This is an optimization exercise on Yosys and OpenROAD, whose aim is small area, not a production implementation. The RTL was checked by simulation tests, not by an equivalence proof against the original design.

Setup of P:
==> flow/design.v (excerpt) <==
module Sobel
#(
    parameter IMAGE_W   =   128  ,
    parameter IMAGE_H   =   480  ,
    parameter IMAGE_DW  =   8
)
(
    input                           InVideoClk  ,
    input                           InVideoVs   ,
    input                           InVideoDe   ,
    input   [IMAGE_DW -1 :0]        InVideoData ,
    output                          OutVideoVs  ,
    output                          OutVideoDe  ,
    output  [IMAGE_DW -1 :0]        OutVideoData
);
For scale: about 3000 cells after synthesis.
make LEC_CHECK=0 CAP_MARGIN=20 CORE_MARGIN=2 CORE_UTILIZATION=60 CTS_BUF_LIST=sky130_fd_sc_hd__clkbuf_8 CTS_CLUSTER_DIAMETER=50 CTS_CLUSTER_SIZE=20 SLEW_MARGIN=20 finish   # period 8.0 ns
run.sh (not shown) runs the stock make flow with config.mk's settings and CLKGATE_MAP_FILE= SYNTH_SCRIPT=/design/flow/synth_recipe.tcl, a recipe that flattens the netlist after the stock synthesis.
Input-level comparison between Q and P:
# P
export LEC_CHECK = 0
export CAP_MARGIN = 20
export CORE_MARGIN = 2
export CORE_UTILIZATION = 60
export CTS_BUF_LIST = sky130_fd_sc_hd__clkbuf_8
export CTS_CLUSTER_DIAMETER = 50
export CTS_CLUSTER_SIZE = 20
export SLEW_MARGIN = 20
create_clock -name core_clock -period 8.0 [get_ports {InVideoClk}]
# Q
export LEC_CHECK = 0
export CAP_MARGIN = 20
export CORE_MARGIN = 2
export CORE_UTILIZATION = 40
export SLEW_MARGIN = 20
create_clock -name core_clock -period 8.0 [get_ports {InVideoClk}]
[summary]
The wire length on met3 in Q sits about 44% above the value recorded for P.
Row area taken by multi-input logic gates: Q lower / P higher
Relative to P, minimum setup slack in the final design has decreased by 130 ps in Q.
Looking at via count, Q sits 515 higher than P does.
Diff P -> Q | die span in y | up by more than 10%

* * *

Setup of pepper:
Another version of the RTL of Sobel (not shown whole).
Size: ~2,700 cells after synthesis, ~2,100 flip-flops, ~21 I/O pins.
Settings: LEC_CHECK=0, CAP_MARGIN=20, CORE_MARGIN=2, CORE_UTILIZATION=60, CTS_BUF_LIST=sky130_fd_sc_hd__clkbuf_16, CTS_CLUSTER_DIAMETER=100, CTS_CLUSTER_SIZE=32, SLEW_MARGIN=20; clock period 8.0 ns.
standard.sh (not shown) runs the stock make flow with config.mk's settings and CLKGATE_MAP_FILE= SYNTH_SCRIPT=/design/flow/synth_recipe.tcl, a recipe that flattens the netlist after the stock synthesis.
==> flow/flow/run.sh <==
#!/bin/bash
# The standard layout (standard.sh, unchanged), except:
# - the buffers on the input and output ports are the smallest buffer,
#   sky130_fd_sc_hd__buf_1, instead of a delay buffer;
# - clock tree synthesis uses clkbuf_16 for the root and tree buffers and
#   larger leaf clusters.
# Each step's full log is in orfs/logs/; make's own output goes to standard.log.
set -o pipefail
bash standard.sh \
  "BUFFER_PORTS_ARGS=-buffer_cell sky130_fd_sc_hd__buf_1" \
  "CTS_ARGS=-sink_clustering_enable -repair_clock_nets -sink_clustering_size 36 -sink_clustering_max_diameter 70 -buf_list sky130_fd_sc_hd__clkbuf_16 -root_buf sky130_fd_sc_hd__clkbuf_16 -tree_buf sky130_fd_sc_hd__clkbuf_16" \
  finish > standard.log 2>&1
Input changes introduced in cedar (baseline for comparison: pepper):
==> flow/flow/run.sh <==
#!/bin/bash
# The standard layout (standard.sh, unchanged), except that the buffers
# it puts on the input and output ports are the smallest buffer,
# sky130_fd_sc_hd__buf_1, instead of a delay buffer. Each step's full log
# is in orfs/logs/; make's own output goes to standard.log.
set -o pipefail
bash standard.sh "BUFFER_PORTS_ARGS=-buffer_cell sky130_fd_sc_hd__buf_1" finish > standard.log 2>&1
==> run notes <==
cedar: done, clean on timing, DRC and antenna
cedar vs pepper: final critical path time including I/O delays and setup down in cedar
The routed wire length per instance number comes out higher for cedar vs pepper.
cedar against pepper: worst setup slack rose 0.030 ns; wire length fell 0.94%; XOR/XNOR share of the synthesized area about even.
Per the comparison of cedar with pepper, CTS clock-pin slew for the worst setup and hold paths level, wire length of the first global-routing pass moved down.

* * *

== north ==
Starting RTL as in the previous note.
==> flow/config.mk <==
export PLATFORM = sky130hd
export DESIGN_NAME = Sobel
export DESIGN_NICKNAME = Sobel
export VERILOG_FILES = /design/flow/design.v
export SDC_FILE = /design/flow/constraint.sdc
export NUM_CORES = 4
export LEC_CHECK = 0
export CAP_MARGIN = 20
export CORE_MARGIN = 2
export CORE_UTILIZATION = 55
export CTS_BUF_LIST = sky130_fd_sc_hd__clkbuf_16
export CTS_CLUSTER_DIAMETER = 90
export CTS_CLUSTER_SIZE = 34
export SLEW_MARGIN = 20
==> flow/constraint.sdc <==
create_clock -name core_clock -period 8.0 [get_ports {InVideoClk}]
set_input_delay 1.6000 -clock core_clock [delete_from_list [all_inputs] [get_ports {InVideoClk}]]
set_output_delay 1.6000 -clock core_clock [all_outputs]
set_load 0.01 [all_outputs]
==> flow/flow/run.sh <==
#!/bin/bash
# The standard layout (standard.sh, unchanged), with two changes:
# - after the standard synthesis, flow/invopt.py moves inverters around the
#   full-adder cells (a full adder fed the complements of its inputs gives
#   the complements of its outputs), which removes inverters; registers and
#   all other cells stay as the standard synthesis made them;
# - the buffers on the input and output ports are the smallest buffer,
#   sky130_fd_sc_hd__buf_1, instead of a delay buffer.
# Each step's full log is in orfs/logs/; the other tools' output goes to
# standard_synth.log, invopt.log and standard.log.
set -euo pipefail
R=orfs/results/sky130hd/Sobel/base
bash standard.sh synth > standard_synth.log 2>&1
cp $R/1_2_yosys.v $R/1_2_yosys.standard.v
python3 flow/invopt.py $R/1_2_yosys.standard.v $R/1_2_yosys.v > invopt.log 2>&1
touch $R/1_2_yosys.v
bash standard.sh "BUFFER_PORTS_ARGS=-buffer_cell sky130_fd_sc_hd__buf_1" finish > standard.log 2>&1
Other scripts of this flow, unchanged in this note and not shown: flow/flow/invopt.py
## Diff of input files: south against north
- swapping 90 for 100 in CTS_CLUSTER_DIAMETER
- swapping 34 for 32 in CTS_CLUSTER_SIZE
- swapping 55 for 60 in CORE_UTILIZATION
- putting PLACE_DENSITY at 0.75 where nothing was set
### Flow results
Run comparison: south critical path's slowest cell fa_1; north critical path's slowest cell xor2_2. Looking only at number of placement rows, and setting everything else aside, the lower value of north and south goes to south. Diff north..south | remaining design rule violation count | unchanged. Comparing north and south, share of the cycle needed by the critical path after routing is higher on south. Between north and south, depth of the worst register-to-register path is higher for north, south comes in under that. Cell count (lower): south.
Changes in east relative to south:
- PLACE_DENSITY: 0.75 -> unset
- CORE_UTILIZATION: 60 -> 65
- CTS_CLUSTER_DIAMETER: 100 -> 90
- CTS_CLUSTER_SIZE: 32 -> 34
## What came out
- In east the wire length reported by the detailed router turned out 13% lower than in south.
- Sequential share of layout area for east is higher than for south.
- The final reports for east and south show number of fill cells lower in the former.
- Relative to south, the maximum clock frequency measured on east has increased by a few percent.
- south and east ended up with roughly the same placement-stage cell area.

## port drivers added, routing unchanged
No port has a modelled driver above. Below, the same layouts with a new extraction and two added sets of constraints. Step 1 sets driving cells, clkbuf_16 on the clock port and buf_2 on the other inputs (assumed; they add their load-dependent delay and slew). Step 2 moves the port delays by t, midway between the first and last clock arrival at a register: inputs arrive t later, outputs are due t later. That takes back most of the time a late clock gives input paths. a / b / c = no drivers / after step 1 / after step 2; a / b = the first two.
run	shift t [ns]	slack for setup (ns)	worst setup path after step 2	clock arrival spread, ns	slew at the worst register clock pin (ns)
P	0.893	0.480 / 0.413 / 0.770	register to register	0.036 / 0.037	0.11 / 0.11
Q	0.868	0.350 / 0.277 / 0.935	register to register	0.063 / 0.062	0.07 / 0.07
pepper	0.768	0.374 / 0.308 / 0.343	input to register	0.043 / 0.043	0.12 / 0.12
cedar	0.734	0.404 / 0.337 / 0.372	input to register	0.034 / 0.034	0.12 / 0.12
north	0.736	0.393 / 0.327 / 0.425	register to register	0.039 / 0.038	0.12 / 0.12
south	0.747	0.220 / 0.155 / 0.341	register to register	0.056 / 0.056	0.12 / 0.12
east	0.726	0.426 / 0.357 / 0.426	register to register	0.036 / 0.037	0.12 / 0.12
After both steps setup and hold are still met in every run listed. The setup slack of cedar, which loses most, moves by -0.067 ns with the drivers and by -0.032 ns with both steps.
